Source: an optimization exercise on an open RTL-to-GDS flow (aim: small area, a short achievable clock period and few clock cycles). Production flows keep margins and buffers that such runs may drop.
In this exercise RTL edits were held to simulation tests only and were not proved equivalent to the original.
No activity file was given, so power comes from the tool's default toggle rates.

Setup of willow:
## jlc3_core
module jlc3_core (
     input  wire        clk_i_w
    ,input  wire        rst_i_w       
    ,input  wire        en_i_w        
    ,output wire        mem_en_o_w
    ,output wire        mem_we_o_w
    ,output wire [15:0] mem_addr_o_w
    ,output wire [15:0] mem_wdat_o_w
    ,input  wire [15:0] mem_rdat_i_w
    ,input  wire        mem_rdy_i_w
);
For scale: about 1,500 cells after synthesis, roughly 170 flip-flops, ~54 I/O pins.
clock: 8.0 ns
lec_check: 0
abc_area: 1
cap_margin: 20
core_margin: 2
core_utilization: 55
place_density: 0.75
setup_slack_margin: 4.1
slew_margin: 20
tns_end_percent: 100
standard.sh (not shown) runs the stock make flow with config.mk's settings and CLKGATE_MAP_FILE= SYNTH_SCRIPT=/design/flow/synth_recipe.tcl, a recipe that flattens the netlist after the stock synthesis.
==> flow/flow/run.sh <==
#!/bin/bash
set -euo pipefail
bash standard.sh ADDER_MAP_FILE= finish > standard.log 2>&1
willow has completed all stages; timing, DRC and antenna checks passed.
Testbench counts of willow, summed over its fixed seeds: cycles 25,627.
Edits applied to the flow inputs when going from willow to garnet:
Settings: CORE_UTILIZATION now 60, was 55; SETUP_SLACK_MARGIN now 3.9, was 4.1.
[summary]
- garnet: full flow OK, the timing, DRC and antenna checks passed
- The fmax number comes out higher for willow vs garnet.
- The power dissipated by switching net loads in garnet sits about 5% below the value recorded for willow.
- Taking willow as the reference point, the initial core utilization of garnet rises by 4.7 points.
- [compare] base=willow new=garnet: final critical path time including I/O delays and setup higher; number of nets in the final layout lower.
- From willow to garnet the numbers moved as follows: met2 wirelength from detailed routing lower, total power consumption of the routed design lower, proportion of power drawn by the clock network +2.6 points.

---

## exp/umber
jlc3_core again, from the RTL that the note above started with.
clock: 8.0 ns
lec_check: 0
abc_area: 1
cap_margin: 20
core_margin: 2
core_utilization: 55
place_density: 0.82
setup_slack_margin: 3.9
slew_margin: 20
tns_end_percent: 100
Scripts as last shown in full above: flow/flow/run.sh
exp/umber reached the final stage; the timing, DRC and antenna checks on its layout passed.
Testbench counts of exp/umber, summed over its fixed seeds: cycles 25,627.
> inputs changed (exp/umber -> exp/quartz)
diff --git a/flow/config.mk b/flow/config.mk
--- a/flow/config.mk
+++ b/flow/config.mk
@@ -12,2 +12,2 @@
-export PLACE_DENSITY = 0.82
-export SETUP_SLACK_MARGIN = 3.9
+export PLACE_DENSITY = 0.75
+export SETUP_SLACK_MARGIN = 3.6
## What came out
Summary of exp/quartz over exp/umber: area of combinational cells with multiple inputs went down 3.4%, net switching power figure went down 2.8%. Final cycle utilization of the critical path: exp/quartz higher than exp/umber.
Input-level comparison between exp/amber and exp/quartz:
==> flow/flow/run.sh <==
#!/bin/bash
set -euo pipefail
bash standard.sh ADDER_MAP_FILE= "BUFFER_PORTS_ARGS=-buffer_cell sky130_fd_sc_hd__buf_1" finish > standard.log 2>&1
diff --git a/flow/config.mk b/flow/config.mk
--- a/flow/config.mk
+++ b/flow/config.mk
@@ -13 +13 @@
-export SETUP_SLACK_MARGIN = 3.6
+export SETUP_SLACK_MARGIN = 3.9
Notes after the runs:
Compared with exp/quartz, in exp/amber critical path depth went up, half-perimeter wire length after detailed placement went down, number of clock buffers in the layout went up, final instance area went up.
Input-level comparison between exp/ember and exp/amber:
==> flow/flow/run.sh <==
#!/bin/bash
set -euo pipefail
bash standard.sh ADDER_MAP_FILE= finish > standard.log 2>&1
Findings:
- exp/ember | status: complete | timing, DRC, antenna: pass
- Register bit total from synthesis: exp/ember vs exp/amber identical
- First-pass GRT wire length delta for exp/ember relative to exp/amber: about 4% higher
- Lower routed wire length on met3 among exp/amber and exp/ember: exp/amber
- [compare] base=exp/amber new=exp/ember: final standard cell utilization of the core +0.67 points; via total after detailed routing went down 115; total power of the final layout picked up an extra about 1.2%.
- Looking at total detailed-routing wirelength across both flows, exp/ember is the weaker of the two, with exp/amber ahead.
- Summary of the comparison: count of clock-buffer cells in the layout is lower in exp/ember, relative to exp/amber.
- Compared to exp/amber, exp/ember has worst hold-check slack 0.033 ns higher.
- Compared with exp/amber, exp/ember improves time the final worst path needs with I/O delays and setup.

==> what the ideal ports hide <==
In the flow no input, the clock included, has a driving cell. The finished layouts below were timed again as built, in two steps.
Step 1 assumes that a clkbuf_16 drives the clock port and a buf_2 every other input.
Step 2 adds t to the input delays and takes it off the output delays; t is the mean of the earliest and latest rising clock arrival at the registers after step 1. Input paths then give back, and output paths get back, about the clock's delay inside the block.
Slacks: ideal ports / drivers / drivers and shift; pairs: ideal ports / drivers.
| run | t (ns) | slack for setup (ns) | worst hold slack (ns) |
|---|---|---|---|
| willow | 0.500 | 3.944 / 3.894 / 3.591 | 0.544 / 0.544 / 0.544 |
| garnet | 0.505 | 3.804 / 3.753 / 3.424 | 0.516 / 0.516 / 0.516 |
| exp/umber | 0.492 | 3.784 / 3.736 / 3.486 | 0.544 / 0.544 / 0.544 |
| exp/quartz | 0.490 | 3.610 / 3.563 / 3.279 | 0.518 / 0.518 / 0.518 |
| exp/amber | 0.494 | 3.891 / 3.853 / 3.398 | 0.519 / 0.519 / 0.519 |
| exp/ember | 0.498 | 3.973 / 3.923 / 3.507 | 0.552 / 0.552 / 0.552 |
After both steps setup and hold are still met in every run listed. For exp/amber, which loses most, drivers alone change the setup slack by -0.038 ns; drivers and shift together by -0.493 ns.
